Source: an optimization exercise on an open RTL-to-GDS flow (aim: small area, a short achievable clock period and few clock cycles). Production flows keep margins and buffers that such runs may drop.
At most, simulation tests tie the RTL to the original design; equivalence was not proved.
No functional check of the RTL was part of runs 2 to 7.
Power and IR drop assume default switching activity.

==> design/flow/design.v <==
module Div (
    input wire clk,                     
    input wire reset_total,            
    input wire reset_local,            
    input wire [31:0] dividend_in,     
    input wire [31:0] divisor_in,      
    output reg zero_division_flag,     
    output reg [31:0] remainder_out,   
    output reg [31:0] quotient_out,    
    output wire done                   
);
    reg [31:0] reg_abs_divisor;        
    reg [31:0] reg_abs_dividend;       
    reg [31:0] reg_quotient_calc;      
    reg [31:0] reg_remainder_calc;     
    reg [5:0] current_bit_index;       
    always @ (posedge clk) begin
        if (reset_total == 1'b1 || reset_local == 1'b1) begin
            remainder_out = 32'b0;             
            quotient_out = 32'b0;              
            zero_division_flag = 1'b0;         
            current_bit_index = 6'd32;         
            reg_quotient_calc = 32'b0;         
            reg_remainder_calc = 32'b0;        
            if (divisor_in == 32'b0) begin
                zero_division_flag = 1'b1;     
            end else begin
                if (divisor_in[31] == 1'b1) begin  
                    reg_abs_divisor = ~divisor_in + 1'b1;  
                end else begin
                    reg_abs_divisor = divisor_in;          
                end
                if (dividend_in[31] == 1'b1) begin  
                    reg_abs_dividend = ~dividend_in + 1'b1;  
                end else begin
                    reg_abs_dividend = dividend_in;          
                end
            end
        end
        else if (current_bit_index != 6'd0 && !zero_division_flag) begin
            reg_remainder_calc = reg_remainder_calc << 1;
            reg_remainder_calc[0] = reg_abs_dividend[current_bit_index - 1];
            if (reg_remainder_calc >= reg_abs_divisor) begin
                reg_remainder_calc = reg_remainder_calc - reg_abs_divisor;
                reg_quotient_calc[current_bit_index - 1] = 1'b1;  
            end
            current_bit_index = current_bit_index - 1'b1;  
            if (current_bit_index == 6'd0) begin
                if (dividend_in[31] != divisor_in[31]) begin  
                    quotient_out = -reg_quotient_calc;           
                end else begin
                    quotient_out = reg_quotient_calc;            
                end
                if (dividend_in[31] == 1'b1) begin
                    remainder_out = -reg_remainder_calc;  
                end else begin
                    remainder_out = reg_remainder_calc;   
                end
            end
        end
    end
    assign done = (current_bit_index == 6'd0) || zero_division_flag;
endmodule
==> design/flow/run.sh <==
#!/bin/bash
# synth_recipe.tcl (not shown) runs the flow's synth.tcl, then flattens the netlist and writes it again
# the make line also repeats each setting of config.mk as NAME=value (left out here)
make -C /OpenROAD-flow-scripts/flow DESIGN_CONFIG=/design/flow/config.mk WORK_HOME=/design/flow/orfs CLKGATE_MAP_FILE= SYNTH_SCRIPT=/design/flow/synth_recipe.tcl finish
==> design/flow/config.mk <==
export PLATFORM = sky130hd
export DESIGN_NAME = Div
export DESIGN_NICKNAME = Div
export VERILOG_FILES = /design/flow/design.v
export SDC_FILE = /design/flow/constraint.sdc
export NUM_CORES = 4
export LEC_CHECK = 0
export CAP_MARGIN = 20
export CORE_MARGIN = 2
export CORE_UTILIZATION = 40
export SLEW_MARGIN = 20
==> design/flow/constraint.sdc <==
create_clock -name core_clock -period 6.0 [get_ports {clk}]
set_input_delay 1.2000 -clock core_clock [delete_from_list [all_inputs] [get_ports {clk}]]
set_output_delay 1.2000 -clock core_clock [all_outputs]
set_load 0.01 [all_outputs]
==> results.sh, run 1 <==
export IMPL_gp_congestion=0.8846
export IMPL_hold_viol=0
export IMPL_whs_ps=451.5
export IMPL_critPathMaxStageDelay_ps=620
export IMPL_synth_distinct_cells=91
export IMPL_yosysWarningCount=1
export IMPL_worstSetupPathType="reg2reg"
export IMPL_crit_path_start_kind="flop"
export IMPL_drc=0
export IMPL_hpwl_mm=30.16
export IMPL_synth_area_mm2=0.01329
export IMPL_synth_edff_count=65
export IMPL_cts_tree="done"
export IMPL_die_area_mm2=0.03470
export IMPL_setup_viol=0
export IMPL_min_from="quotient_out[19]"
export IMPL_fin_ws_ps=362.0
export IMPL_peakVddDrop_mv=0.2185
export IMPL_synthArstFlopShare_pct=0
export IMPL_dpl_cell_area_mm2=0.01526
export IMPL_chipWidth_um=186.3
export IMPL_post_route_cell_area_mm2=0.01590
export IMPL_initial_core_util_pct=40.75
export IMPL_worstPathCellList="inv_1 -> ha_2 -> xor2_1 -> buf_4 -> mux2i_1 -> mux2i_1 -> o211ai_1 -> ha_2 -> inv_1 -> fa_1 -> a211oi_2 -> or3_4 -> a21o_1 -> and3_2 -> a21o_1 -> buf_4 -> a32oi_1 -> or4_4 -> nand4b_4 -> o21ai_1 -> xnor2_1 -> o21ai_1"
export IMPL_ys_ff_latch=198
export IMPL_track_usage_pct=22.90
export IMPL_dp_cells=2133
export IMPL_yosysTopAreaCellShare_pct=20.03
export IMPL_clk_pin_slew_worst_paths_ps=80
export IMPL_antenna_found_initial=2
export IMPL_via_per_inst=5.663
export IMPL_power_total_mw=3.862
export IMPL_power_leakage_nw=5.721
export IMPL_syn2layout_area_growth_pct=19.61
export IMPL_clockBufferDepth=2
export IMPL_drt_total_wl_mm=39.47
export IMPL_root_buffer="clkbuf_16"
export IMPL_grt_overflow=0
export IMPL_final_setup_tns_ps=0
export IMPL_fp_dieH_um=186.3
export IMPL_slowest_stage="or4_4"
export IMPL_yosys_most_used_dff="dfxtp_1"
export IMPL_timing_rr_start="current_bit_index[0]"
export IMPL_netlist_instances=1589
export IMPL_syn_area_per_cell_um2=8.365
export IMPL_critPathRequiredTime_ps=6300
export IMPL_clkSinkCount=198
export IMPL_num_rows=66
export IMPL_dp_slack_ps=120.2
export IMPL_core_area_mm2=0.03262
export IMPL_worstSetupStartpoint="current_bit_index[0]"
export IMPL_fin_cells=2166
export IMPL_final_nets=1826
export IMPL_io_buffers=132
export IMPL_outcome="no timing/DRC/antenna violations"
export IMPL_antenna_left=0
export IMPL_htreeDepth=4
export IMPL_first_global_vias=11193
export IMPL_max_freq_mhz=177.4
export IMPL_io_pins=133
export IMPL_end_kind="flop"
export IMPL_max_slew_margin_pct=33.04
export IMPL_drv_cap=0
export IMPL_fin_crit_ps=5638
export IMPL_fin_crit_sh_pct=93.97
export IMPL_drive_gt1_share_pct=8.125
export IMPL_synthTopCellsByArea="dfxtp_1, edfxtp_1, xnor2_1, a21oi_1, nand2_1"
export IMPL_post_route_util_pct=48.74
export IMPL_slew_viol_final=0
export IMPL_power_density_mw_per_mm2=242.9
export IMPL_worst_pin_slew_ps=1004
export IMPL_final_setup_skew_ps=12.37
export IMPL_grt_max_degree=84
export IMPL_drt_iter0_markers=1063
export IMPL_grt_pass1_wl_mm=62.07
export IMPL_num_vias=12265
export IMPL_ys_seq_area_share_pct=34.72
export IMPL_wl_per_cell_um=18.22
export IMPL_hold_class="reg2reg"
export IMPL_synth_fp_nets=1705
export IMPL_critical_path_peak_fanout=37
export IMPL_drtPass1Iterations=5
export IMPL_clock_latency_ps=450
export IMPL_yosys_area_top_type="dfxtp_1"
export IMPL_worstPathArrival_ps=5940
export IMPL_cts_made_buffers=17
export IMPL_rsz0062_at_grt="false"
-- cells in the mapped netlist (11+ instances only) --
| master | number |
|---|---|
| nor4_1 | 19 |
| nand4_1 | 16 |
| o31ai_1 | 21 |
| inv_1 | 61 |
| or3_1 | 29 |
| o21ai_1 | 21 |
| xor2_1 | 42 |
| o21a_1 | 12 |
| mux2i_1 | 24 |
| clkbuf_1 | 54 |
| or4_1 | 14 |
| nand2b_1 | 11 |
| ha_1 | 48 |
| edfxtp_1 | 65 |
| a31oi_1 | 17 |
| nand3_1 | 27 |
| nand2_1 | 166 |
| buf_2 | 17 |
| dfxtp_1 | 133 |
| and3_1 | 15 |
| xnor2_1 | 99 |
| and2_1 | 12 |
| a21o_1 | 16 |
| a21oi_1 | 128 |
| o21ai_0 | 110 |
| a211oi_1 | 44 |
| nor3_1 | 34 |
| nor2_1 | 156 |
-- sequential cells by signal (all words and copies together), names as in the netlist --
register / flops
current_bit_index: 6
quotient_out: 32
reg_abs_dividend: 32
reg_abs_divisor: 32
reg_quotient_calc: 32
reg_remainder_calc: 31
remainder_out: 32
zero_division_flag: 1
-- routing by layer --
metal | GRT usage [%] | vias to the layer above | part of all wire [%]
li1 | - | 6080 | -
met1 | 35.12 | 5743 | 51
met2 | 33.34 | 403 | 41
met3 | 3.349 | 37 | 6.6
met4 | 5.858 | 2 | 1.4
met5 | 0 | - | 0.030
-- power by group --
group          internal [mW]  leakage, nW  switching, mW
combinational          0.453         3.69          0.707
clock                  0.570        0.294          0.629
sequential              1.46         1.74         0.0393
total                   2.49         5.72           1.38
-- path summary, 6_finish.rpt --
check                            to  slack [ps]  cells past startpoint
setup / recovery  remainder_out[30]         360                     22
setup reg to reg  remainder_out[30]         360                     22
hold reg to reg    quotient_out[19]         450                      2
hold / removal     quotient_out[19]         450                      2
-- critical path, delay by kind of cell (launching register included) --
| kind | cells | cell delay, ps |
|---|---|---|
| adder cells (fa/ha/maj) | 3 | 1010 |
| flip-flops | 1 | 330 |
| XOR/XNOR | 2 | 360 |
| multiplexers | 2 | 310 |
| buffers and inverters | 4 | 690 |
| AO/OA/AOI/OAI | 7 | 1390 |
| AND/OR/NAND/NOR | 4 | 1390 |
-- cells in the final DEF, fill, tap and decap left out, drive strengths merged, types with 7 or more instances in the layout --
cell,instances
a31oi,17
mux4,8
and3,15
mux2i,24
o21a,12
a21oi,131
nor3,36
nand2b,11
or2,7
xor2,42
and2,13
a21o,16
or4,15
nand4,17
or3,31
o21ai,131
o211ai,10
o41ai,9
clkbuf,17
dfxtp,133
nor4,19
nor2b,7
edfxtp,65
o31ai,22
xnor2,99
and4,7
nand3,27
buf,54
nand2,166
a311oi,7
a2111oi,9
nor2,156
ha,48
a211oi,47
clkdlybuf4s50,131
inv,71
-- what timing repair did --
action                                  in CTS  in global routing
endpoints found under the setup margin       0                 35
endpoints found under the hold margin        0                  0
resized for setup                            0                  8
setup buffers                                0                  0
hold buffers                                 0                  0
-- cell type report --
cell class | count | area (um2)
diodes | 1 | 2.502
clock buffers | 17 | 425.4
clock inverters | 15 | 176.4
fillers | 3149 | 16720
inverters | 62 | 232.7
multi-input cells | 1246 | 8177
flip-flops and latches | 198 | 4617
well taps | 442 | 553.0
repair buffers | 185 | 1714
-- kinds of logic (layout without fill, tap and decap cells) --
logic type,Yosys count,after routing,synth area share [%]
simple gates,545,545,20.00
compound gates,476,476,23.36
flops,198,198,34.72
buf+inv,145,279,4.453
xor+xnor,142,142,9.470
fa+ha+maj,49,49,4.669
mux,34,34,3.332
other cells,0,1,0
Testbench counts, summed over its fixed seeds: cycles 105,600.
==> run 2: changes to the inputs <==
==> design/flow/design.v (replaced) <==
module Div (
    input wire clk,
    input wire reset_total,
    input wire reset_local,
    input wire [31:0] dividend_in,
    input wire [31:0] divisor_in,
    output reg zero_division_flag,
    output wire [31:0] remainder_out,
    output wire [31:0] quotient_out,
    output wire done
);
    function [5:0] clz32;
        input [31:0] x;
        integer i;
        begin
            clz32 = 6'd32;
            for (i = 0; i < 32; i = i + 1)
                if (x[i]) clz32 = 6'd31 - i[5:0];
        end
    endfunction
    wire        sa = dividend_in[31];
    wire        sb = divisor_in[31];
    wire        bz = (divisor_in == 32'd0);
    wire [5:0]  ca = clz32(dividend_in ^ {32{sa}});
    wire [5:0]  cb = clz32(divisor_in ^ {32{sb}});
    wire [6:0]  s  = {1'b0, cb} - {1'b0, ca} + {6'd0, sa};
    wire        trivial = s[6];            
    wire [31:0] abs_a = (dividend_in ^ {32{sa}}) + {31'd0, sa};
    wire [32:0] d_init = {sb, divisor_in} << s[5:0];
    reg  [31:0] r;       
    reg  [31:0] q;       
    reg  [32:0] d;       
    reg  [5:0]  cnt;     
    reg         run;
    reg         sr;      
    reg         sq;      
    reg         neg_d;   
    wire [32:0] t = {1'b0, r} + (neg_d ? d : ~d) + {32'd0, ~neg_d};
    wire        ge = ~t[32];
    always @(posedge clk) begin
        if (reset_total) begin
            run <= 1'b0;
        end else if (reset_local) begin
            run <= ~trivial & ~bz;
            cnt <= s[5:0];
            d <= d_init;
            r <= bz ? 32'd0 : abs_a;
            q <= 32'd0;
            sr <= sa;
            sq <= sa ^ sb;
            neg_d <= sb;
            zero_division_flag <= bz;
        end else if (run) begin
            if (ge) r <= t[31:0];
            q <= {q[30:0], ge};
            d <= {d[32], d[32:1]};
            cnt <= cnt - 6'd1;
            if (cnt == 6'd0) run <= 1'b0;
        end
    end
    assign done = ~run;
    assign quotient_out  = (q ^ {32{sq}}) + {31'd0, sq};
    assign remainder_out = (r ^ {32{sr}}) + {31'd0, sr};
endmodule
==> run 2 against run 1 <==
Combinational power is 150% higher. Utilization is 2.2 points higher. Sequential share of layout area is 8.9 points lower.
==> results.sh, run 2 <==
export IMPL_synth_simple_area_share_pct=21.35
export IMPL_timing_rr_start="neg_d"
export IMPL_fin_crit_sh_pct=96.14
export IMPL_htreeDepth=3
export IMPL_hold_class="reg2reg"
export IMPL_ys_seq_area_share_pct=25.40
export IMPL_synth_distinct_cells=75
export IMPL_power_density_mw_per_mm2=288.6
export IMPL_first_global_vias=11322
export IMPL_synth_top_family_by_area="compound AO/OA/AOI/OAI gates"
export IMPL_peakVddDrop_mv=0.1615
export IMPL_num_rows=65
export IMPL_synth_edff_count=107
export IMPL_cts_made_buffers=9
export IMPL_final_common_cell="nand2_1"
export IMPL_drt_iter0_markers=875
export IMPL_antenna_left=0
export IMPL_fp_dieH_um=182.4
export IMPL_critical_path_peak_fanout=6
export IMPL_hold_end="q[1]"
export IMPL_via_per_inst=5.601
export IMPL_regMostFlops="d"
export IMPL_final_setup_skew_ps=9.604
export IMPL_track_usage_pct=21.78
export IMPL_clkSinkCount=108
export IMPL_max_freq_mhz=173.4
export IMPL_clk_pin_slew_worst_paths_ps=70
export IMPL_min_delay_path_depth=2
export IMPL_worstSetupPathType="in2reg"
export IMPL_combPwrFrac_pct=62.2
export IMPL_core_area_mm2=0.03147
export IMPL_critPathRequiredTime_ps=6120
export IMPL_power_frac_clock_pct=14.3
export IMPL_antenna_found_initial=0
export IMPL_fillers=3041
export IMPL_synth_most_common_cell="nand2_1"
export IMPL_drv_cap=0
export IMPL_outcome="no timing/DRC/antenna violations"
export IMPL_dp_slack_ps=-621.7
export IMPL_fin_cells=2199
export IMPL_die_area_mm2=0.03326
export IMPL_setup_viol=0
export IMPL_muxShareOfSynthArea_pct=6.203
export IMPL_intPower_mw=2.764
export IMPL_final_setup_tns_ps=0
export IMPL_synth_xor_area_share_pct=13.90
export IMPL_synthArstFlopShare_pct=0
export IMPL_grt_max_degree=86
export IMPL_p_sw_share_pct=40.29
export IMPL_min_from="q[0]"
export IMPL_chipWidth_um=182.4
export IMPL_grt_overflow=0
export IMPL_slew_viol_final=0
export IMPL_yosys_most_used_dff="edfxtp_1"
export IMPL_end_kind="flop"
export IMPL_timing_reg2reg_setup_slack_ps=1520
export IMPL_seq_power_share_pct=23.5
export IMPL_ys_ff_latch=108
export IMPL_cts_hold_buf=0
export IMPL_netlist_instances=1608
export IMPL_power_total_mw=4.630
export IMPL_wl_per_cell_um=16.71
export IMPL_io_buffers=132
export IMPL_clockBufferDepth=2
export IMPL_worst_pin_slew_ps=873.3
export IMPL_final_nets=1912
export IMPL_p_sw_mw=1.865
export IMPL_yosys_area_top_type="edfxtp_1"
export IMPL_drtPass1Iterations=11
export IMPL_synth_fp_nets=1728
export IMPL_io_pins=133
export IMPL_final_cell_mix="nand2_1, xnor2_1, buf_4"
export IMPL_syn2layout_area_growth_pct=26.05
export IMPL_max_slew_margin_pct=41.66
export IMPL_drc=0
export IMPL_synthTopCellsByArea="edfxtp_1, xnor2_1, ha_1, nand2_1, a21oi_1"
export IMPL_num_antenna_cells=0
export IMPL_post_route_cell_area_mm2=0.01604
export IMPL_fin_crit_ps=5768
export IMPL_hold_viol=0
export IMPL_initial_core_util_pct=40.44
export IMPL_hpwl_mm=28.58
export IMPL_synthTopCellsByCount="nand2_1, xnor2_1, nor2_1, a21oi_1, edfxtp_1"
export IMPL_synth_area_mm2=0.01273
export IMPL_largest_reg_flops=33
export IMPL_synth_compound_area_share_pct=22.02
export IMPL_r2r_cells=15
export IMPL_worstPathArrival_ps=5890
export IMPL_top_regs="d: 33 flops, q: 32 flops, r: 32 flops"
export IMPL_power_leakage_nw=6.128
export IMPL_gp_congestion=0.9153
export IMPL_num_vias=12316
export IMPL_dp_cells=2179
export IMPL_dpl_cell_area_mm2=0.01535
export IMPL_reg2reg_to="r[2]"
export IMPL_yosysWarningCount=1
export IMPL_syn_area_per_cell_um2=7.916
export IMPL_yosysTopAreaCellShare_pct=25.24
export IMPL_crit_path_start_kind="primary input"
export IMPL_clock_latency_ps=360
export IMPL_synth_fa_ha_area_share_pct=5.328
export IMPL_cts_tree="done"
export IMPL_root_buffer="clkbuf_16"
export IMPL_grt_pass1_wl_mm=58.83
export IMPL_drive_gt1_share_pct=15.25
export IMPL_fin_ws_ps=231.6
export IMPL_drt_total_wl_mm=36.75
==> run 2: area by class of cell <==
cell class,instances,area (um2),share of cell area (%)
Timing Repair Buffer,281,2585,16.11
Tap cell,402,503.0,3.135
Inverter,85,319.1,1.989
Sequential cell,108,3233,20.15
Clock inverter,7,97.59,0.6083
Clock buffer,9,225.2,1.404
Multi-Input combinational cell,1307,9081,56.60
==> run 2: metal layers <==
| layer | global-route usage (%) | share of wire [%] | vias up |
|---|---|---|---|
| li1 | - | - | 6160 |
| met1 | 31.07 | 47 | 5779 |
| met2 | 35.85 | 46 | 344 |
| met3 | 2.235 | 5.1 | 33 |
| met4 | 4.452 | 1.3 | 0 |
| met5 | 0 | 0 | - |
==> run 2: critical path, cell delays in order <==
cell	delay, ps
dlygate4sd2_1	250
and2_4	170
a221oi_2	280
o21bai_2	110
a221oi_2	260
o21ai_2	100
a221oi_2	240
nor2_1	60
o21a_1	190
o211ai_1	150
and3_1	210
a31oi_2	100
ha_1	310
inv_2	40
ha_4	150
fa_1	550
buf_12	140
buf_8	120
buf_6	110
mux4_2	330
nand2_2	100
o21ai_2	60
nand2_1	60
o21ai_1	70
mux2_4	280
nand2_2	60
o31a_1	120
nor2b_1	40
==> run 2: what timing repair did <==
action                                  CTS  global route
endpoints found under the setup margin   24            34
buffers inserted                          2             1
gates cloned                              1             0
endpoints found under the hold margin     0             0
pin swaps                                28            45
gates resized for setup                  51            53
==> run 2: power by group through the flow <==
stage | sequential [mW] | combinational [mW] | clock [mW]
floorplan | 1.06 | 1.68 | 0
global placement | 1.10 | 2.67 | 0
detailed placement | 1.10 | 2.70 | 0
CTS | 1.09 | 2.81 | 0.670
global route | 1.10 | 3.14 | 0.695
finish | 1.09 | 2.88 | 0.661
==> run 2: cell families after synthesis <==
family | after synthesis
mux | 58
flops | 108
fa+ha+maj | 53
simple gates | 550
buf+inv | 193
xor+xnor | 202
compound gates | 444
==> run 2: through the flow <==
step	hold WS, ps	utilization [%]
finish	569.7	50.98
global route	586.9	50.98
CTS	574.1	50.38
detailed placement	553.5	48.77
global placement	560.5	48.68
floorplan	519.9	-
==> run 2: how the worst max path moves through the flow <==
| stage | startpoint | endpoint | slack [ps] | cells after the start |
|---|---|---|---|---|
| global placement | dividend_in[0] | d[31] | -570 | 28 |
| CTS | dividend_in[0] | d[32] | 10 | 30 |
| detailed placement | dividend_in[0] | d[29] | -620 | 27 |
| global route | divisor_in[2] | d[32] | -30 | 29 |
| floorplan | divisor_in[1] | d[23] | 20 | 28 |
| finish | divisor_in[31] | d[32] | 230 | 28 |
==> run 3: changes to the inputs <==
--- a/design/flow/design.v
+++ b/design/flow/design.v
@@ -25,40 +25,49 @@
     wire [5:0]  cb = clz32(divisor_in ^ {32{sb}});
     wire [6:0]  s  = {1'b0, cb} - {1'b0, ca} + {6'd0, sa};
     wire        trivial = s[6];            
-    wire [31:0] abs_a = (dividend_in ^ {32{sa}}) + {31'd0, sa};
-    wire [32:0] d_init = {sb, divisor_in} << s[5:0];
     reg  [31:0] r;       
     reg  [31:0] q;       
     reg  [32:0] d;       
     reg  [5:0]  cnt;     
-    reg         run;
+    reg         run;     
+    reg         p2;      
     reg         sr;      
     reg         sq;      
-    reg         neg_d;   
-    wire [32:0] t = {1'b0, r} + (neg_d ? d : ~d) + {32'd0, ~neg_d};
-    wire        ge = ~t[32];
+    wire [32:0] t = {r[31], r} + d + {32'd0, ~sq};
+    wire        ge = sr ? (t[32] | (t == 33'd0)) : ~t[32];
+    wire [32:0] d_sh = d << cnt;
+    wire [32:0] d_fill = ~({33{1'b1}} << cnt);    
     always @(posedge clk) begin
         if (reset_total) begin
             run <= 1'b0;
+            p2 <= 1'b0;
         end else if (reset_local) begin
             run <= ~trivial & ~bz;
+            p2 <= ~trivial & ~bz;
             cnt <= s[5:0];
-            d <= d_init;
-            r <= bz ? 32'd0 : abs_a;
+            d <= {sb, divisor_in} ^ {33{~(sa ^ sb)}};
+            r <= bz ? 32'd0 : dividend_in;
             q <= 32'd0;
             sr <= sa;
             sq <= sa ^ sb;
-            neg_d <= sb;
             zero_division_flag <= bz;
+        end else if (p2) begin
+            p2 <= 1'b0;
+            d <= d_sh | (d_fill & {33{~sq}});
+            if (!ge) run <= 1'b0;
+            if (sq & ge) begin
+                r <= t[31:0];
+                q <= 32'hffffffff;
+            end
         end else if (run) begin
             if (ge) r <= t[31:0];
-            q <= {q[30:0], ge};
+            q <= {q[30:0], ge ^ sq};
             d <= {d[32], d[32:1]};
             cnt <= cnt - 6'd1;
             if (cnt == 6'd0) run <= 1'b0;
         end
     end
     assign done = ~run;
-    assign quotient_out  = (q ^ {32{sq}}) + {31'd0, sq};
-    assign remainder_out = (r ^ {32{sr}}) + {31'd0, sr};
+    assign quotient_out  = q;
+    assign remainder_out = r;
 endmodule
--- a/design/flow/config.mk
+++ b/design/flow/config.mk
@@ -5,6 +5,7 @@
 export SDC_FILE = /design/flow/constraint.sdc
 export NUM_CORES = 4
 export LEC_CHECK = 0
+export ABC_AREA = 1
 export CAP_MARGIN = 20
 export CORE_MARGIN = 2
 export CORE_UTILIZATION = 40
==> run 3 against run 2 <==
Synthesized cell count down 8.0%. Via count down 14%. Combinational power down 39%. Design area down 23%. Register-to-register slack worse by 480 ps. Area after synthesis down 18%. Flip-flop and latch count unchanged. Non-clock buffer count down 129. Critical path depth up 17. Sequential share of layout area up 5.9 points. Critical path type unchanged. Critical endpoint is now run. Largest cell class unchanged.
==> results.sh, run 3 <==
export IMPL_fin_crit_ps=5475
export IMPL_peakVddDrop_mv=0.1577
export IMPL_synthTopCellsByCount="nand2_1, nor2_1, o21ai_0, inv_1, edfxtp_1"
export IMPL_synth_area_mm2=0.01042
export IMPL_antenna_left=0
export IMPL_synthArstFlopShare_pct=0
export IMPL_root_buffer="clkbuf_16"
export IMPL_num_rows=59
export IMPL_htreeDepth=3
export IMPL_via_per_inst=5.557
export IMPL_slew_viol_final=0
export IMPL_max_freq_mhz=182.6
export IMPL_critical_path_peak_fanout=3
export IMPL_drt_total_wl_mm=38.13
export IMPL_yosys_area_top_type="edfxtp_1"
export IMPL_io_pins=133
export IMPL_seq_power_share_pct=30.9
export IMPL_num_antenna_cells=0
export IMPL_yosysWarningCount=1
export IMPL_ys_ff_latch=108
export IMPL_post_route_util_pct=47.95
export IMPL_final_setup_tns_ps=0
export IMPL_final_cell_mix="nand2_1, nor2_1, o21ai_0"
export IMPL_slowest_stage="clkdlybuf4s50_1"
export IMPL_core_area_mm2=0.02584
export IMPL_synth_most_common_cell="nand2_1"
export IMPL_grt_pass1_wl_mm=57.75
export IMPL_top_regs="d: 32 flops, q: 32 flops, r: 32 flops"
export IMPL_combPwrFrac_pct=50.2
export IMPL_die_area_mm2=0.02736
export IMPL_synthTopCellsByArea="edfxtp_1, nand2_1, o21ai_0, nor2_1, ha_1"
export IMPL_hpwl_mm=29.90
export IMPL_wl_met3_mm=2.323
export IMPL_initial_core_util_pct=40.33
export IMPL_m1WireLength_mm=17.47
export IMPL_syn_area_per_cell_um2=7.045
export IMPL_yosys_most_used_dff="edfxtp_1"
export IMPL_critPathMaxStageDelay_ps=450
export IMPL_final_common_cell="nand2_1"
export IMPL_cts_made_buffers=9
export IMPL_hold_class="reg2reg"
export IMPL_power_leakage_nw=5.141
export IMPL_netlist_instances=1479
export IMPL_gp_congestion=1.007
export IMPL_chipWidth_um=165.4
export IMPL_cts_tree="done"
export IMPL_drc=0
export IMPL_top_layer_used="met4"
export IMPL_worstPathArrival_ps=5790
export IMPL_dp_cells=1899
export IMPL_worst_pin_slew_ps=953.0
export IMPL_met2_length_mm=17.48
export IMPL_grt_overflow=0
export IMPL_fin_cells=1916
export IMPL_p_sw_mw=1.563
export IMPL_power_total_mw=3.500
export IMPL_fp_dieH_um=165.4
export IMPL_whs_ps=558.4
export IMPL_min_delay_path_depth=2
export IMPL_drt_iter0_markers=1015
export IMPL_critPathRequiredTime_ps=6320
export IMPL_max_slew_margin_pct=36.40
export IMPL_multiInputGateArea_mm2=0.006370
export IMPL_first_global_vias=9737
export IMPL_worstSetupPathType="in2reg"
export IMPL_rsz0062_at_grt="false"
export IMPL_io_buffers=132
export IMPL_regArea_mm2=0.003223
export IMPL_synth_distinct_cells=56
export IMPL_end_kind="flop"
export IMPL_drive_gt1_share_pct=4.364
export IMPL_clock_latency_ps=380
export IMPL_power_frac_clock_pct=18.9
export IMPL_antenna_found_initial=0
export IMPL_fillers=2677
export IMPL_drv_cap=0
export IMPL_hold_viol=0
export IMPL_wl_per_cell_um=19.90
export IMPL_crit_top_cell="nand2_1"
export IMPL_clkSinkCount=108
export IMPL_final_setup_skew_ps=14.48
export IMPL_grt_max_degree=73
export IMPL_intPower_mw=1.937
export IMPL_crit_path_start_kind="primary input"
export IMPL_drtPass1Iterations=7
export IMPL_final_nets=1695
export IMPL_clk_pin_slew_worst_paths_ps=90
export IMPL_synth_edff_count=106
export IMPL_yosysTopAreaCellShare_pct=30.55
export IMPL_power_density_mw_per_mm2=282.5
export IMPL_outcome="no timing/DRC/antenna violations"
export IMPL_synth_fp_nets=1598
export IMPL_syn2layout_area_growth_pct=18.89
export IMPL_r2r_cells=29
export IMPL_ys_seq_area_share_pct=30.93
export IMPL_cts_setup_buffers=0
export IMPL_setup_viol=0
export IMPL_p_sw_share_pct=44.66
export IMPL_num_vias=10647
export IMPL_clockBufferDepth=2
export IMPL_track_usage_pct=28.03
export IMPL_fin_crit_sh_pct=91.26
==> run 3: cell types whose count changed in the layout (fill, tap and decap cells not counted), sizes merged, moves of 56 or more <==
cell / before / now
nand2: 159 / 359
nor2: 127 / 207
buf: 150 / 23
o22ai: 71 / 9
inv: 87 / 153
o21ai: 106 / 162
xnor2: 143 / 67
==> run 3: what timing repair did <==
item	in CTS	in global routing
hold buffers	0	0
setup endpoints to repair	0	1
resized for setup	0	2
==> run 3: final timing paths <==
check / startpoint / endpoint / slack, ps
worst max-delay path: dividend_in[4] / run / 520
worst min-delay path: run / run / 560
worst max register to register: sq / r[0] / 1040
worst min register to register: run / run / 560
==> run 3: final cells by class <==
class | count | share of cell area (%)
multi-input combinational | 1151 | 51.42
sequential | 108 | 26.02
timing repair buffer | 152 | 11.96
inverter | 154 | 4.666
tap | 335 | 3.384
clock buffer | 9 | 1.818
clock inverter | 7 | 0.7373
==> run 3: power by group through the flow <==
stage	registers [mW]	logic [mW]	clock network (mW)
2_1_floorplan	1.08	1.13	0
3_3_place_gp	1.10	1.72	0
3_5_place_dp	1.10	1.72	0
4_1_cts	1.08	1.73	0.669
5_1_grt	1.09	1.93	0.696
6_report	1.08	1.76	0.661
==> run 3: worst max-delay path, delay by kind of cell <==
kind	cells	cell delay, ps
xor gates and xnor gates	2	370
AOI/OAI and AO/OA	9	1070
adders and majority gates	3	810
buffers and inverters	8	900
and+or+nand+nor	23	1430
==> run 3: logic make-up after synthesis <==
| group | synth area share, % |
|---|---|
| DFF | 30.93 |
| adders and majority gates | 6.460 |
| and+or+nand+nor | 25.13 |
| xor gates and xnor gates | 7.865 |
| AOI/OAI and AO/OA | 20.70 |
| buffers and inverters | 8.141 |
| muxes | 0.7685 |
==> run 3: routing by layer <==
metal  GRT usage, %  vias up
met5              0        -
met4          7.288        0
met3          2.747       52
met2          45.27      388
met1          40.22     5004
li1               -     5203
==> run 3: metrics by stage <==
stage / instance area, um2 / worst slack [ps]
5_1_grt: 12390 / 12.04
3_5_place_dp: 12040 / 169.5
4_1_cts: 12360 / 522.7
3_3_place_gp: 12040 / 215.6
6_report: 12390 / 524.5
2_1_floorplan: 10420 / 813.7
==> run 4: changes to the inputs <==
==> design/flow/design.v (replaced) <==
module Div (
    input wire clk,
    input wire reset_total,
    input wire reset_local,
    input wire [31:0] dividend_in,
    input wire [31:0] divisor_in,
    output reg zero_division_flag,
    output wire [31:0] remainder_out,
    output wire [31:0] quotient_out,
    output wire done
);
    function [6:0] lzc32;
        input [31:0] x;
        reg [15:0] v1; reg [15:0] c1;
        reg [7:0]  v2; reg [15:0] c2;
        reg [3:0]  v3; reg [11:0] c3;
        reg [1:0]  v4; reg [7:0]  c4;
        reg        v5; reg [4:0]  c5;
        integer k;
        begin
            for (k = 0; k < 16; k = k + 1) begin
                v1[k] = x[31-2*k] | x[30-2*k];
                c1[k] = ~x[31-2*k];
            end
            for (k = 0; k < 8; k = k + 1) begin
                v2[k] = v1[2*k] | v1[2*k+1];
                c2[2*k+:2] = v1[2*k] ? {1'b0, c1[2*k]} : {1'b1, c1[2*k+1]};
            end
            for (k = 0; k < 4; k = k + 1) begin
                v3[k] = v2[2*k] | v2[2*k+1];
                c3[3*k+:3] = v2[2*k] ? {1'b0, c2[4*k+:2]} : {1'b1, c2[4*k+2+:2]};
            end
            for (k = 0; k < 2; k = k + 1) begin
                v4[k] = v3[2*k] | v3[2*k+1];
                c4[4*k+:4] = v3[2*k] ? {1'b0, c3[6*k+:3]} : {1'b1, c3[6*k+3+:3]};
            end
            v5 = v4[0] | v4[1];
            c5 = v4[0] ? {1'b0, c4[3:0]} : {1'b1, c4[7:4]};
            lzc32 = {v5, ~v5, c5 & {5{v5}}};    
        end
    endfunction
    wire        sa = dividend_in[31];
    wire        sb = divisor_in[31];
    wire [6:0]  la = lzc32(dividend_in ^ {32{sa}});
    wire [6:0]  lb = lzc32(divisor_in ^ {32{sb}});
    wire        bz = ~sb & ~lb[6];
    wire [6:0]  s  = {1'b0, lb[5:0]} - {1'b0, la[5:0]} + {6'b0, sa};
    wire        trivial = s[6];            
    wire [4:0]  s0 = s[5] ? 5'd31 : s[4:0];
    reg  [31:0] r;       
    reg  [31:0] q;       
    reg  [32:0] d;       
    reg  [4:0]  cnt;     
    reg         run;     
    reg         p2;      
    reg         sr;      
    reg         sq;      
    wire [32:0] t = {r[31], r} + d + {32'd0, ~sq};
    wire        ge = sr ? (t[32] | (t == 33'd0)) : ~t[32];
    reg  [32:0] d_sh;
    integer i;
    always @* begin
        d_sh = d;
        for (i = 0; i < 5; i = i + 1)
            if (cnt[i]) d_sh = (d_sh << (1 << i)) | (~({33{1'b1}} << (1 << i)) & {33{~sq}});
    end
    always @(posedge clk) begin
        if (reset_total) begin
            run <= 1'b0;
            p2 <= 1'b0;
        end else if (reset_local) begin
            run <= ~trivial & ~bz;
            p2 <= ~trivial & ~bz;
            cnt <= s0;
            d <= {sb, divisor_in} ^ {33{~(sa ^ sb)}};
            r <= bz ? 32'd0 : dividend_in;
            q <= 32'd0;
            sr <= sa;
            sq <= sa ^ sb;
            zero_division_flag <= bz;
        end else if (p2) begin
            p2 <= 1'b0;
            d <= d_sh;
            if (!ge) run <= 1'b0;
            if (sq & ge) begin
                r <= t[31:0];
                q <= 32'hffffffff;
            end
        end else if (run) begin
            if (ge) r <= t[31:0];
            q <= {q[30:0], ge ^ sq};
            d <= {d[32], d[32:1]};
            cnt <= cnt - 5'd1;
            if (cnt == 5'd0) run <= 1'b0;
        end
    end
    assign done = ~run;
    assign quotient_out  = q;
    assign remainder_out = r;
endmodule
--- a/design/flow/config.mk
+++ b/design/flow/config.mk
@@ -5,8 +5,8 @@
 export SDC_FILE = /design/flow/constraint.sdc
 export NUM_CORES = 4
 export LEC_CHECK = 0
-export ABC_AREA = 1
 export CAP_MARGIN = 20
 export CORE_MARGIN = 2
 export CORE_UTILIZATION = 40
+export SETUP_SLACK_MARGIN = 2.5
 export SLEW_MARGIN = 20
==> run 4 against run 3 <==
Flip-flop and latch count is 1 lower. First-iteration DRC count is 26% higher. Critical endpoint is now r[27]. Sequential share of layout area is 3.1 points lower. Still clean on timing, DRC and antenna. Critical path depth is 26 lower. Largest power group unchanged.
==> results.sh, run 4 <==
export IMPL_outcome="no timing/DRC/antenna violations"
export IMPL_slew_viol_final=0
export IMPL_regArea_mm2=0.003194
export IMPL_antenna_found_initial=0
export IMPL_track_usage_pct=26.36
export IMPL_chipWidth_um=163.8
export IMPL_htreeDepth=3
export IMPL_power_density_mw_per_mm2=248.3
export IMPL_max_slew_margin_pct=31.70
export IMPL_yosysTopAreaCellShare_pct=30.89
export IMPL_clockBufferDepth=2
export IMPL_num_rows=58
export IMPL_power_total_mw=3.467
export IMPL_root_buffer="clkbuf_16"
export IMPL_wl_per_cell_um=20.95
export IMPL_end_kind="flop"
export IMPL_grt_max_degree=73
export IMPL_hold_viol=0
export IMPL_peakVddDrop_mv=0.1502
export IMPL_num_antenna_cells=0
export IMPL_post_route_cell_area_mm2=0.01396
export IMPL_drtPass1Iterations=6
export IMPL_dp_slack_ps=427.9
export IMPL_io_pins=133
export IMPL_setup_viol=0
export IMPL_via_per_inst=6.027
export IMPL_ys_ff_latch=107
export IMPL_yosys_area_top_type="edfxtp_1"
export IMPL_yosysWarningCount=1
export IMPL_final_cell_mix="nand2_1, nor2_1, edfxtp_1"
export IMPL_worstSetupStartpoint="r[0]"
export IMPL_clock_latency_ps=380
export IMPL_whs_ps=575.4
export IMPL_critPathRequiredTime_ps=6100
export IMPL_final_setup_skew_ps=9.658
export IMPL_synth_edff_count=105
export IMPL_regMostFlops="d"
export IMPL_final_common_cell="nand2_1"
export IMPL_drt_iter0_markers=1281
export IMPL_fin_crit_sh_pct=78.92
export IMPL_netlist_instances=1227
export IMPL_fin_crit_ps=4735
export IMPL_power_frac_clock_pct=18.7
export IMPL_cts_hold_buf=0
export IMPL_synthArstFlopShare_pct=0
export IMPL_worstSetupPathType="reg2reg"
export IMPL_fin_ws_ps=1265
export IMPL_timing_rr_start="r[0]"
export IMPL_grt_overflow=0
export IMPL_num_vias=10457
export IMPL_drt_total_wl_mm=36.35
export IMPL_p_sw_share_pct=40.32
export IMPL_dpl_cell_area_mm2=0.01186
export IMPL_io_buffers=132
export IMPL_grt_pass1_wl_mm=54.96
export IMPL_combPwrFrac_pct=50.9
export IMPL_fillers=2283
export IMPL_cts_made_buffers=9
export IMPL_rsz0062_at_grt="true"
export IMPL_critical_path_peak_fanout=7
export IMPL_antenna_left=0
export IMPL_final_nets=1516
export IMPL_syn_area_per_cell_um2=8.320
export IMPL_synth_area_mm2=0.01021
export IMPL_max_freq_mhz=211.2
export IMPL_first_global_vias=9718
export IMPL_cts_tree="done"
export IMPL_worst_pin_slew_ps=1024
export IMPL_largest_reg_flops=33
export IMPL_hpwl_mm=25.11
export IMPL_drc=0
export IMPL_synth_distinct_cells=81
export IMPL_fp_dieH_um=163.8
export IMPL_min_from="q[21]"
export IMPL_syn2layout_area_growth_pct=36.78
export IMPL_hold_class="reg2reg"
export IMPL_ys_seq_area_share_pct=31.28
export IMPL_yosys_most_used_dff="edfxtp_1"
export IMPL_top_regs="d: 33 flops, q: 32 flops, r: 32 flops"
export IMPL_synth_fp_nets=1343
export IMPL_power_leakage_nw=5.304
export IMPL_gp_congestion=0.9763
export IMPL_intPower_mw=2.069
export IMPL_clk_pin_slew_worst_paths_ps=90
export IMPL_synthTopCellsByArea="edfxtp_1, nand2_1, nor2_1, ha_1, mux4_2"
export IMPL_synthTopCellsByCount="nand2_1, nor2_1, o21ai_0, edfxtp_1, a21oi_1"
export IMPL_core_area_mm2=0.02511
export IMPL_final_setup_tns_ps=0
export IMPL_initial_core_util_pct=40.66
export IMPL_worstPathArrival_ps=4830
export IMPL_clkSinkCount=107
export IMPL_crit_path_start_kind="flop"
export IMPL_multiInputGateArea_mm2=0.007392
export IMPL_drv_cap=0
export IMPL_drive_gt1_share_pct=22.92
export IMPL_seq_power_share_pct=30.4
export IMPL_die_area_mm2=0.02682
export IMPL_p_sw_mw=1.398
## run 4: cell types whose count changed after synthesis, moves of 16 or more
cell      previous run  this run
nand2_1            353       156
inv_1              147        28
nor2_1             206       156
o21ai_0            155       111
a21oi_1             64        99
mux4_2               0        25
xnor2_1             64        44
nor3_1               9        26
a211oi_1             2        18
## run 4: metal layers
metal / share of wire [%] / wire length, um / global-route usage (%) / vias to the layer above
met3: 7.6 / 2765 / 3.965 / 65
met5: 0 / 0 / 0 / -
met1: 43 / 15680 / 36.97 / 4935
met2: 46 / 16850 / 41.18 / 518
met4: 2.9 / 1062 / 9.729 / 0
li1: - / - / - / 4939
## run 4: through the flow
stage,instances,util (%)
CTS,1707,52.37
detailed placement,1626,47.25
global placement,1626,47.25
finish,1735,55.61
global route,1735,55.61
floorplan,1227,-
## run 4: cell families (layout without fill, tap and decap cells)
family | Yosys count | in the layout | share of synthesized area, %
AO/OA/AOI/OAI | 372 | 373 | 22.82
XOR/XNOR | 66 | 66 | 5.662
adder cells (fa/ha/maj) | 49 | 49 | 6.226
buffers and inverters | 110 | 286 | 4.228
flip-flops | 107 | 107 | 31.28
multiplexers | 59 | 59 | 9.021
AND/OR/NAND/NOR | 464 | 465 | 20.76
## run 4: power by group through the flow
stage,Sequential (mW),Combinational [mW],Clock [mW]
6_report,1.05,1.76,0.649
5_1_grt,1.06,1.90,0.684
4_1_cts,1.05,1.57,0.661
3_5_place_dp,1.07,1.38,0
3_3_place_gp,1.07,1.37,0
2_1_floorplan,1.04,0.945,0
## run 4: layout make-up
cell class / count / area share, %
clock buffer: 9 / 1.613
sequential: 107 / 22.88
tap: 330 / 2.957
clock inverter: 7 / 0.6183
multi-input combinational: 1012 / 52.94
timing repair buffer: 240 / 18.19
inverter: 30 / 0.8065
## run 4: timing repair
action,CTS,global route
resized for setup,157,194
setup buffers,57,25
pin swaps,35,64
endpoints found under the setup margin,113,125
gates cloned,8,2
## run 4: path summary, 6_finish.rpt
kind	end	slack [ps]	cells past startpoint
hold / removal	q[22]	580	2
hold reg to reg	q[22]	580	2
setup reg to reg	r[27]	1260	19
setup / recovery	r[27]	1260	19
## run 4: critical path, cell delays in order (launching register included)
cell       delay, ps
edfxtp_1         430
fa_2             440
fa_2             410
a21o_1           210
a221oi_4         320
buf_6            160
o31a_1           200
buf_4            150
xor2_4           190
o21ai_0          100
nand4bb_2        270
nor4b_4          360
and4_4           290
o21a_4           150
ha_4             120
o21a_4           140
buf_6            110
o31a_4           170
buf_12           110
buf_12           120
==> run 5: changes to the inputs <==
--- a/design/flow/config.mk
+++ b/design/flow/config.mk
@@ -8,5 +8,5 @@
 export CAP_MARGIN = 20
 export CORE_MARGIN = 2
 export CORE_UTILIZATION = 40
-export SETUP_SLACK_MARGIN = 2.5
+export SETUP_SLACK_MARGIN = 3.5
 export SLEW_MARGIN = 20
==> run 5 against run 4 <==
Synthesized cell count stayed put. Design area is 4.3% higher. Critical path depth is 3 higher. Utilization is 2.4 points higher. Cell count is 1.1% higher. Highest routed layer unchanged. Clock power is 2% lower.
==> results.sh, run 5 <==
export IMPL_outcome="no timing/DRC/antenna violations"
export IMPL_fin_ws_ps=1371
export IMPL_syn2layout_area_growth_pct=42.73
export IMPL_final_setup_skew_ps=9.859
export IMPL_fillers=2274
export IMPL_worstSetupPathType="in2reg"
export IMPL_critPathRequiredTime_ps=6280
export IMPL_num_rows=58
export IMPL_drt_total_wl_mm=37.00
export IMPL_synth_fp_nets=1343
export IMPL_rsz0062_at_grt="true"
export IMPL_yosys_most_used_dff="edfxtp_1"
export IMPL_io_buffers=132
export IMPL_ys_ff_latch=107
export IMPL_drive_gt1_share_pct=26.90
export IMPL_fp_dieH_um=163.8
export IMPL_clock_latency_ps=380
export IMPL_synthTopCellsByArea="edfxtp_1, nand2_1, nor2_1, ha_1, mux4_2"
export IMPL_worstPathCellList="buf_8 -> or4_1 -> nor2_1 -> a31oi_2 -> and2_4 -> a221o_1 -> nand2_1 -> nand2_1 -> nand3_1 -> o31a_1 -> o32ai_4 -> ha_4 -> inv_2 -> ha_4 -> fa_2 -> a21o_1 -> a21oi_2 -> o21bai_1 -> a21oi_1 -> xnor2_1 -> a21oi_1 -> a221oi_2"
export IMPL_synthTopCellsByCount="nand2_1, nor2_1, o21ai_0, edfxtp_1, a21oi_1"
export IMPL_final_nets=1535
export IMPL_yosysWarningCount=1
export IMPL_timing_rr_start="d[4]"
export IMPL_power_frac_clock_pct=18.1
export IMPL_syn_area_per_cell_um2=8.320
export IMPL_worstPathArrival_ps=4910
export IMPL_die_area_mm2=0.02682
export IMPL_seq_power_share_pct=29.5
export IMPL_largest_reg_flops=33
export IMPL_antenna_found_initial=0
export IMPL_drc=0
export IMPL_p_sw_share_pct=40.37
export IMPL_grt_overflow=0
export IMPL_hold_class="reg2reg"
export IMPL_yosys_area_top_type="edfxtp_1"
export IMPL_grt_max_degree=86
export IMPL_hold_viol=0
export IMPL_hpwl_mm=25.26
export IMPL_chipWidth_um=163.8
export IMPL_post_route_util_pct=58.03
export IMPL_grt_pass1_wl_mm=55.21
export IMPL_critPathMaxStageDelay_ps=500
export IMPL_synthArstFlopShare_pct=0
export IMPL_combPwrFrac_pct=52.4
export IMPL_drv_cap=0
export IMPL_worst_pin_slew_ps=885.4
export IMPL_r2r_cells=16
export IMPL_num_antenna_cells=0
export IMPL_max_slew_margin_pct=40.91
export IMPL_p_sw_mw=1.425
export IMPL_htreeDepth=3
export IMPL_fin_crit_sh_pct=77.15
export IMPL_via_per_inst=6.038
export IMPL_netlist_instances=1227
export IMPL_drtPass1Iterations=5
export IMPL_drt_iter0_markers=1235
export IMPL_initial_core_util_pct=40.66
export IMPL_track_usage_pct=26.71
export IMPL_core_area_mm2=0.02511
export IMPL_slowest_stage="or4_1"
export IMPL_final_setup_tns_ps=0
export IMPL_critical_path_peak_fanout=5
export IMPL_clk_pin_slew_worst_paths_ps=90
export IMPL_synth_edff_count=105
export IMPL_io_pins=133
export IMPL_ys_seq_area_share_pct=31.28
export IMPL_end_kind="flop"
export IMPL_max_freq_mhz=216.0
export IMPL_power_leakage_nw=5.897
export IMPL_reg2reg_to="r[26]"
export IMPL_cts_made_buffers=9
export IMPL_regMostFlops="d"
export IMPL_root_buffer="clkbuf_16"
export IMPL_clockBufferDepth=2
export IMPL_top_regs="d: 33 flops, q: 32 flops, r: 32 flops"
export IMPL_final_cell_mix="nor2_1, nand2_1, edfxtp_1"
export IMPL_wl_per_cell_um=21.10
export IMPL_intPower_mw=2.105
export IMPL_regArea_mm2=0.003194
export IMPL_slew_viol_final=0
export IMPL_synth_area_mm2=0.01021
export IMPL_yosysTopAreaCellShare_pct=30.89
export IMPL_fin_crit_ps=4629
export IMPL_endpoint="run"
export IMPL_setup_viol=0
export IMPL_dp_slack_ps=434.1
export IMPL_final_common_cell="nor2_1"
export IMPL_worstSetupStartpoint="dividend_in[7]"
export IMPL_synth_distinct_cells=81
export IMPL_peakVddDrop_mv=0.1341
export IMPL_gp_congestion=0.9515
export IMPL_power_density_mw_per_mm2=242.3
export IMPL_crit_path_start_kind="primary input"
export IMPL_first_global_vias=9623
export IMPL_cts_tree="done"
export IMPL_timing_reg2reg_setup_slack_ps=1450
export IMPL_clkSinkCount=107
export IMPL_num_vias=10591
export IMPL_multiInputGateArea_mm2=0.007655
export IMPL_antenna_left=0
==> run 5: cell counts after synthesis <==
Identical to the previous run, type by type.
==> run 5: power groups by stage <==
stage	Clock, mW	Combinational (mW)	Sequential, mW
after CTS	0.648	1.64	1.04
after global placement	0	1.40	1.07
after floorplan	0	0.979	1.04
after detailed placement	0	1.41	1.07
after global routing	0.675	1.99	1.05
final	0.639	1.85	1.04
==> run 5: through the flow <==
step / area [um2] / hold slack (ps) / std cells / power (mW)
5_1_grt: 14570 / 601.9 / 1754 / 3.714
3_5_place_dp: 12040 / 550.6 / 1626 / 2.476
2_1_floorplan: 10630 / 601.5 / 1227 / 2.018
3_3_place_gp: 12040 / 544.4 / 1626 / 2.470
6_report: 14570 / 564.5 / 1754 / 3.531
4_1_cts: 13700 / 569.9 / 1718 / 3.330
==> run 5: worst min path at each step <==
stage           from  endpoint  slack [ps]  depth (start not counted)
3_5_place_dp    q[3]      q[4]         550                          2
5_1_grt        q[16]     q[17]         600                          2
3_3_place_gp    q[5]      q[6]         540                          2
6_report        q[3]      q[4]         560                          2
4_1_cts        q[30]     q[31]         570                          2
2_1_floorplan   q[9]     q[10]         600                          2
==> run 5: area by class of cell <==
cell class	count	area share (%)
timing repair buffer	258	19.67
multi-input combinational	1012	52.54
clock inverter	7	0.5754
sequential	107	21.92
clock buffer	9	1.546
timing repair inverter	1	0.03435
tap	330	2.834
inverter	30	0.8759
==> run 5: cell families (layout without fill, tap and decap cells) <==
family / after synthesis / in the layout / synth area share [%]
AND/OR/NAND/NOR: 464 / 465 / 20.76
AO/OA/AOI/OAI: 372 / 373 / 22.82
adder cells (fa/ha/maj): 49 / 49 / 6.226
multiplexers: 59 / 59 / 9.021
XOR/XNOR: 66 / 66 / 5.662
buffers and inverters: 110 / 305 / 4.228
flip-flops: 107 / 107 / 31.28
==> run 5: metal layers <==
layer / part of all wire, % / wire length, um / track usage, % / up-vias
li1: - / - / - / 4981
met1: 44 / 16330 / 37.56 / 5091
met2: 46 / 17040 / 41.63 / 447
met3: 6.7 / 2488 / 4.444 / 72
met4: 3.1 / 1147 / 9.211 / 0
met5: 0 / 0 / 0 / -
==> run 5: repair_timing <==
item                                   in CTS  in global routing
setup endpoints to repair                 235                165
hold buffers                                0                  0
gates resized for setup                   254                175
setup buffers                              61                 34
cloned                                     15                  2
endpoints found under the hold margin       0                  0
pin swaps                                  41                 41
==> run 5: worst max-delay path, delay by kind of cell <==
kind	cells	cell delay, ps
compound gates	10	1630
fa+ha+maj	3	790
xor+xnor	1	160
simple gates	6	1000
buf+inv	2	140
==> run 6: changes to the inputs <==
==> design/flow/flow/run.sh (new file) <==
#!/bin/bash
# Standard layout (the standard.sh), with two synthesis choices changed:
# adders keep Yosys's default carry-lookahead mapping instead of the Kogge-Stone
# extra map, and are not turned into half/full adder cells, so ABC maps them.
set -euo pipefail
export ADDER_MAP_FILE=
export SYNTH_OPERATIONS_ARGS=-nordff
bash standard.sh > flow_make.log 2>&1
==> design/flow/standard.sh (new file) <==
#!/bin/bash
# synth_recipe.tcl (not shown) runs the flow's synth.tcl, then flattens the netlist and writes it again
# the make line also repeats each setting of config.mk as NAME=value (left out here)
make -C /OpenROAD-flow-scripts/flow DESIGN_CONFIG=/design/flow/config.mk WORK_HOME=/design/flow/orfs CLKGATE_MAP_FILE= SYNTH_SCRIPT=/design/flow/synth_recipe.tcl "${@:-finish}"
--- a/design/flow/config.mk
+++ b/design/flow/config.mk
@@ -5,8 +5,8 @@
 export SDC_FILE = /design/flow/constraint.sdc
 export NUM_CORES = 4
 export LEC_CHECK = 0
+export ABC_AREA = 1
 export CAP_MARGIN = 20
 export CORE_MARGIN = 2
 export CORE_UTILIZATION = 40
-export SETUP_SLACK_MARGIN = 3.5
 export SLEW_MARGIN = 20
removed: design/flow/run.sh
==> run 6 against run 5 <==
Still clean on timing, DRC and antenna. Die area down 3.3%. Global-route usage down 1.1 points. Hold slack worse by 30 ps.
==> results.sh, run 6 <==
export IMPL_netlist_instances=1525
export IMPL_cts_tree="done"
export IMPL_num_vias=10331
export IMPL_ys_seq_area_share_pct=32.39
export IMPL_final_setup_tns_ps=0
export IMPL_met2_usage_pct=39.25
export IMPL_drive_gt1_share_pct=6.304
export IMPL_synthArstFlopShare_pct=0
export IMPL_final_cell_mix="nand2_1, nor2_1, o21ai_0"
export IMPL_hpwl_mm=25.87
export IMPL_via_per_inst=5.320
export IMPL_grt_met1_usage_pct=36.83
export IMPL_grt_max_degree=80
export IMPL_dp_slack_ps=1375
export IMPL_reg2reg_to="r[29]"
export IMPL_regArea_mm2=0.003193
export IMPL_synth_most_common_cell="nand2_1"
export IMPL_wl_per_cell_um=17.23
export IMPL_fp_dieH_um=161.0
export IMPL_synthTopCellsByCount="nand2_1, nor2_1, o21ai_0, inv_1, edfxtp_1"
export IMPL_worstSetupPathType="reg2reg"
export IMPL_clkSinkCount=107
export IMPL_worstPathCellList="or2_2 -> nand2_1 -> nor2_1 -> a21oi_1 -> nor2_1 -> nor2_1 -> nand2_2 -> nand2_1 -> nand2_1 -> nand2_1 -> nand2_1 -> nand2_1 -> nand2_1 -> nor2_1 -> nand3_1 -> nor2_1 -> nand3_1 -> nand2_1 -> nand3_1 -> nand2_1 -> nand2_1 -> nor2_4"
export IMPL_timing_reg2reg_setup_slack_ps=1670
export IMPL_endpoint="r[29]"
export IMPL_worstPathArrival_ps=4320
export IMPL_synth_fp_nets=1592
export IMPL_root_buffer="clkbuf_16"
export IMPL_critical_path_peak_fanout=32
export IMPL_initial_core_util_pct=40.66
export IMPL_hold_viol=0
export IMPL_core_area_mm2=0.02425
export IMPL_r2r_cells=22
export IMPL_final_nets=1680
export IMPL_chipWidth_um=161.0
export IMPL_io_pins=133
export IMPL_first_global_vias=9411
export IMPL_syn2layout_area_growth_pct=18.87
export IMPL_slew_viol_final=0
export IMPL_final_setup_skew_ps=20.72
export IMPL_synth_area_mm2=0.009858
export IMPL_ys_ff_latch=107
export IMPL_yosys_area_top_type="edfxtp_1"
export IMPL_antenna_left=0
export IMPL_peakVddDrop_mv=0.2034
export IMPL_die_area_mm2=0.02592
export IMPL_max_slew_margin_pct=29.71
export IMPL_fin_crit_ps=4326
export IMPL_synthTopCellsByArea="edfxtp_1, nand2_1, nor2_1, o21ai_0, inv_1"
export IMPL_rsz0062_at_grt="false"
export IMPL_grt_pass1_wl_mm=51.43
export IMPL_yosysWarningCount=1
export IMPL_cts_hold_buf=0
export IMPL_timing_rr_start="d[11]"
export IMPL_power_density_mw_per_mm2=244.9
export IMPL_drt_iter0_markers=960
export IMPL_clk_pin_slew_worst_paths_ps=80
export IMPL_drv_cap=0
export IMPL_fin_ws_ps=1674
export IMPL_outcome="no timing/DRC/antenna violations"
export IMPL_synth_edff_count=105
export IMPL_drt_total_wl_mm=33.45
export IMPL_multiInputGateArea_mm2=0.005753
export IMPL_cts_resized=0
export IMPL_clock_latency_ps=370
export IMPL_cts_setup_buffers=0
export IMPL_synth_distinct_cells=55
export IMPL_clockBufferDepth=2
export IMPL_worstSetupStartpoint="d[11]"
export IMPL_hold_class="reg2reg"
export IMPL_drc=0
export IMPL_gp_congestion=0.9306
export IMPL_fin_cells=1942
export IMPL_crit_top_cell="nand2_1"
export IMPL_top_regs="d: 33 flops, q: 32 flops, r: 32 flops"
export IMPL_track_usage_pct=25.57
export IMPL_htreeDepth=3
export IMPL_fillers=2535
export IMPL_io_buffers=132
export IMPL_worst_pin_slew_ps=1053
export IMPL_busiest_layer="met2"
export IMPL_syn_area_per_cell_um2=6.464
export IMPL_power_leakage_nw=5.232
export IMPL_final_common_cell="nand2_1"
export IMPL_largest_reg_flops=33
export IMPL_slowest_stage="nor2_4"
export IMPL_end_kind="flop"
export IMPL_num_antenna_cells=0
export IMPL_critPathRequiredTime_ps=5990
export IMPL_dp_cells=1925
export IMPL_max_freq_mhz=231.2
export IMPL_grtUsageMet3_pct=3.287
export IMPL_critPathMaxStageDelay_ps=720
export IMPL_cts_made_buffers=9
export IMPL_num_rows=57
export IMPL_crit_path_start_kind="flop"
export IMPL_fin_crit_sh_pct=72.10
export IMPL_yosysTopAreaCellShare_pct=31.98
export IMPL_antenna_found_initial=0
export IMPL_setup_viol=0
export IMPL_yosys_most_used_dff="edfxtp_1"
export IMPL_drtPass1Iterations=6
export IMPL_grt_overflow=0
export IMPL_regMostFlops="d"
## run 6: cell count changes in the layout (fill, tap and decap cells not counted), sizes merged, moves of 18 or more
cell | previous run | this run
nand2 | 156 | 463
nor2 | 158 | 223
o21ai | 112 | 166
inv | 30 | 161
dlygate4sd2 | 58 | 0
dlymetal6s2s | 36 | 0
nor3 | 26 | 8
ha | 46 | 0
clkdlybuf4s50 | 16 | 129
mux4 | 25 | 0
nand3 | 33 | 100
xnor2 | 44 | 20
a21oi | 99 | 70
buf | 133 | 17
## run 6: final cells by class
type	count	area share, %
Inverter	165	5.285
Timing Repair Buffer	146	12.21
Multi-Input combinational cell	1184	49.09
Clock inverter	7	0.7794
Sequential cell	107	27.25
Tap cell	324	3.459
Clock buffer	9	1.922
## run 6: cell families (layout without fill, tap and decap cells)
group	after synthesis	in the layout	share of synthesized area [%]
xor gates and xnor gates	55	55	5.115
and+or+nand+nor	817	817	34.84
buffers and inverters	234	327	9.468
DFF	107	107	32.39
muxes	12	12	1.231
AOI/OAI and AO/OA	300	300	16.96
## run 6: report_power, final
group          internal [mW]  switching (mW)
registers              0.947           0.101
logic                  0.436           0.755
clock network          0.301           0.330
## run 6: per-layer routing
layer / vias to the layer above / share of wire [%] / wire length, um
li1: 5173 / - / -
met4: 0 / 3.8 / 1257
met3: 54 / 6.7 / 2240
met5: - / 0 / 0
met1: 4688 / 46 / 15480
met2: 416 / 43 / 14470
## run 6: worst min-delay path by stage
stage / depth (start not counted) / startpoint / end
2_1_floorplan: 2 / run / run
3_3_place_gp: 2 / run / run
3_5_place_dp: 2 / run / run
4_1_cts: 2 / run / run
5_1_grt: 2 / run / run
6_report: 2 / run / run
## run 6: metrics by stage
step                      area, um2  utilization (%)  power, mW  hold WS (ps)
after floorplan                9858                -      1.816         477.7
after global placement        11370            46.91      2.223         517.2
after detailed placement      11370            46.91      2.232         511.7
after CTS                     11690            48.21      2.861         523.9
after global routing          11720            48.33      3.053         542.1
final                         11720            48.33      2.870         534.4
## run 6: worst max-delay path: cells and delay by family, from the launching register on
kind | cells | cell delay, ps
flip-flops | 1 | 560
AO/OA/AOI/OAI | 1 | 270
AND/OR/NAND/NOR | 21 | 3100
==> run 7: changes to the inputs <==
--- a/design/flow/config.mk
+++ b/design/flow/config.mk
@@ -9,4 +9,5 @@
 export CAP_MARGIN = 20
 export CORE_MARGIN = 2
 export CORE_UTILIZATION = 40
+export SETUP_SLACK_MARGIN = 2.0
 export SLEW_MARGIN = 20
==> run 7 against run 6 <==
Still clean. Clock-buffer cell count is the same. Design area grew 3.8%. Routed wire length grew 1.2%. Global-route usage grew 0.21 points. Power grew 1.9%. Critical path type is now in2reg.
==> results.sh, run 7 <==
export IMPL_synth_fp_nets=1592
export IMPL_io_pins=133
export IMPL_final_common_cell="nand2_1"
export IMPL_critical_path_peak_fanout=4
export IMPL_synth_compound_area_share_pct=16.96
export IMPL_timing_rr_start="d[9]"
export IMPL_drt_total_wl_mm=33.86
export IMPL_synthArstFlopShare_pct=0
export IMPL_yosys_most_used_dff="edfxtp_1"
export IMPL_worstSetupPathType="in2reg"
export IMPL_drtPass1Iterations=7
export IMPL_reg2reg_to="r[28]"
export IMPL_num_vias=10462
export IMPL_slew_viol_final=0
export IMPL_rsz0062_at_grt="false"
export IMPL_hold_class="reg2reg"
export IMPL_cts_made_buffers=9
export IMPL_hpwl_mm=25.92
export IMPL_outcome="no timing/DRC/antenna violations"
export IMPL_synth_most_common_cell="nand2_1"
export IMPL_synth_distinct_cells=55
export IMPL_multiInputGateArea_mm2=0.005939
export IMPL_netlist_instances=1525
export IMPL_fin_crit_ps=3796
export IMPL_fp_dieH_um=161.0
export IMPL_top_regs="d: 33 flops, q: 32 flops, r: 32 flops"
export IMPL_htreeDepth=3
export IMPL_num_rows=57
export IMPL_max_freq_mhz=263.4
export IMPL_syn2layout_area_growth_pct=23.44
export IMPL_die_area_mm2=0.02592
export IMPL_dp_cells=1925
export IMPL_yosysTopAreaCellShare_pct=31.98
export IMPL_max_slew_margin_pct=29.70
export IMPL_antenna_left=0
export IMPL_root_buffer="clkbuf_16"
export IMPL_yosys_area_top_type="edfxtp_1"
export IMPL_power_total_mw=2.925
export IMPL_first_global_vias=9414
export IMPL_drt_iter0_markers=900
export IMPL_r2r_cells=22
export IMPL_final_nets=1702
export IMPL_cts_tree="done"
export IMPL_clockBufferDepth=2
export IMPL_timing_reg2reg_setup_slack_ps=2280
export IMPL_synth_fa_ha_area_share_pct=0
export IMPL_drc=0
export IMPL_regArea_mm2=0.003193
export IMPL_clock_latency_ps=370
export IMPL_yosysWarningCount=1
export IMPL_core_area_mm2=0.02425
export IMPL_synth_xor_area_share_pct=5.115
export IMPL_final_cell_mix="nand2_1, nor2_1, o21ai_0"
export IMPL_synth_area_mm2=0.009858
export IMPL_grt_overflow=0
export IMPL_drive_gt1_share_pct=9.817
export IMPL_power_density_mw_per_mm2=240.4
export IMPL_grt_max_degree=48
export IMPL_synth_edff_count=105
export IMPL_end_kind="flop"
export IMPL_track_usage_pct=25.78
export IMPL_power_leakage_nw=5.490
export IMPL_synthTopCellsByCount="nand2_1, nor2_1, o21ai_0, inv_1, edfxtp_1"
export IMPL_largest_reg_flops=33
export IMPL_fillers=2470
export IMPL_fin_cells=1964
export IMPL_gp_congestion=0.9516
export IMPL_hold_viol=0
export IMPL_synthTopCellsByArea="edfxtp_1, nand2_1, nor2_1, o21ai_0, inv_1"
export IMPL_via_per_inst=5.327
export IMPL_final_setup_tns_ps=0
export IMPL_worst_pin_slew_ps=1053
export IMPL_cts_hold_buf=0
export IMPL_regMostFlops="d"
export IMPL_drv_cap=0
export IMPL_grt_pass1_wl_mm=52.04
export IMPL_initial_core_util_pct=40.66
export IMPL_peakVddDrop_mv=0.1460
export IMPL_synth_simple_area_share_pct=34.84
export IMPL_worstSetupStartpoint="dividend_in[14]"
export IMPL_ys_ff_latch=107
export IMPL_muxShareOfSynthArea_pct=1.231
export IMPL_synth_top_family_by_area="simple AND/OR/NAND/NOR gates"
export IMPL_io_buffers=132
export IMPL_critPathRequiredTime_ps=6120
export IMPL_wl_per_cell_um=17.24
export IMPL_crit_path_start_kind="primary input"
export IMPL_fin_crit_sh_pct=63.26
export IMPL_clkSinkCount=107
export IMPL_endpoint="cnt[0]"
export IMPL_num_antenna_cells=0
export IMPL_syn_area_per_cell_um2=6.464
export IMPL_clk_pin_slew_worst_paths_ps=80
export IMPL_antenna_found_initial=0
export IMPL_chipWidth_um=161.0
export IMPL_final_setup_skew_ps=17.53
export IMPL_setup_viol=0
export IMPL_worstPathArrival_ps=3910
export IMPL_ys_seq_area_share_pct=32.39
run 7: cell counts after synthesis:
No cell type changed its count.
run 7: power breakdown:
part,internal [mW],leakage [nW],switching [mW]
Combinational,0.472,4.32,0.777
Sequential,0.946,1.02,0.101
Clock,0.302,0.153,0.328
run 7: logic make-up (layout without fill, tap and decap cells):
| kind of cell | count (synthesis) | in the layout |
|---|---|---|
| flip-flops | 107 | 107 |
| AO/OA/AOI/OAI | 300 | 300 |
| XOR/XNOR | 55 | 55 |
| buffers and inverters | 234 | 348 |
| AND/OR/NAND/NOR | 817 | 818 |
| multiplexers | 12 | 12 |
run 7: area by class of cell:
class	count	share of cell area, %
clock buffers	9	1.851
repair inverters	1	0.04113
multi-input cells	1185	48.81
flip-flops and latches	107	26.24
clock inverters	7	0.7711
inverters	165	5.151
repair buffers	166	13.81
well taps	324	3.331
run 7: critical path: stages:
cell,delay (ps)
clkdlybuf4s50_1,470
xor2_2,220
nor2_2,150
nand2_2,110
nor2_4,160
inv_2,50
nor2_2,130
nand2_1,120
clkinv_1,120
nor2_4,60
nor2_2,110
inv_2,70
nand3b_4,80
inv_1,80
a21boi_4,170
nand2_2,80
nand2_2,90
nand2_2,50
nand2_2,70
and2_4,150
nand2_1,50
o21ai_1,70
inv_1,50
run 7: worst min-delay path by stage:
stage          startpoint  end  cells after the start  slack, ps
5_1_grt               run  run                      2        570
2_1_floorplan         run  run                      2        480
3_5_place_dp          run  run                      2        520
4_1_cts               run  run                      2        530
3_3_place_gp          run  run                      2        510
6_report              run  run                      2        560
run 7: layer usage:
| layer | vias up | GRT usage [%] | wire length, um |
|---|---|---|---|
| met1 | 4753 | 36.21 | 15220 |
| met5 | - | 0 | 0 |
| met2 | 413 | 40.48 | 14890 |
| met4 | 0 | 9.659 | 1173 |
| li1 | 5238 | - | - |
| met3 | 58 | 3.647 | 2580 |
run 7: repair_timing:
action / 4_1_cts / 5_1_grt
buffers inserted: 4 / 15
gates cloned: 1 / 2
gates resized for setup: 2 / 61
pin swaps: 0 / 12
endpoints found under the setup margin: 85 / 86
run 7: per-stage QoR:
stage	hold slack [ps]	setup slack [ps]	instance area, um2	utilization [%]
floorplan	477.7	2298	9864	-
CTS	532.4	1644	11740	48.41
global placement	512.1	1523	11370	46.91
global route	565.3	1962	12170	50.19
finish	556.4	2204	12170	50.19
detailed placement	519.4	1383	11370	46.91

## afterwards: timing with drivers on the ports
The results above use ideal ports. As a check the final layouts listed here were re-extracted and re-timed, cells and wires unchanged.
Step 1 sets driving cells, clkbuf_16 on the clock port and buf_2 on the other inputs (assumed; they add their load-dependent delay and slew).
Step 2 moves the port delays by t, midway between the first and last clock arrival at a register: inputs arrive t later, outputs are due t later. That takes back most of the time a late clock gives input paths.
Three values: no drivers, after step 1, after step 2; two values: the first two.
| run | t, ns | setup slack, ns | worst setup path at the end | worst slew at a driven data input, ns |
|---|---|---|---|---|
| run 1 | 0.496 | 0.362 / 0.362 / 0.362 | register to register | 0.04 |
| run 2 | 0.400 | 0.232 / 0.254 / -0.146 | input to register | 0.05 |
| run 3 | 0.412 | 0.525 / 0.544 / 0.132 | input to register | 0.08 |
| run 4 | 0.418 | 1.265 / 1.265 / 0.943 | input to register | 0.07 |
| run 5 | 0.421 | 1.371 / 1.376 / 0.955 | input to register | 0.06 |
| run 6 | 0.410 | 1.674 / 1.674 / 1.430 | input to register | 0.05 |
| run 7 | 0.411 | 2.204 / 2.225 / 1.814 | input to register | 0.05 |
With both steps, setup timing fails in run 2, where it was met with ideal ports. The setup slack of run 5, which loses most, moves by +0.005 ns with the drivers and by -0.416 ns with both steps.
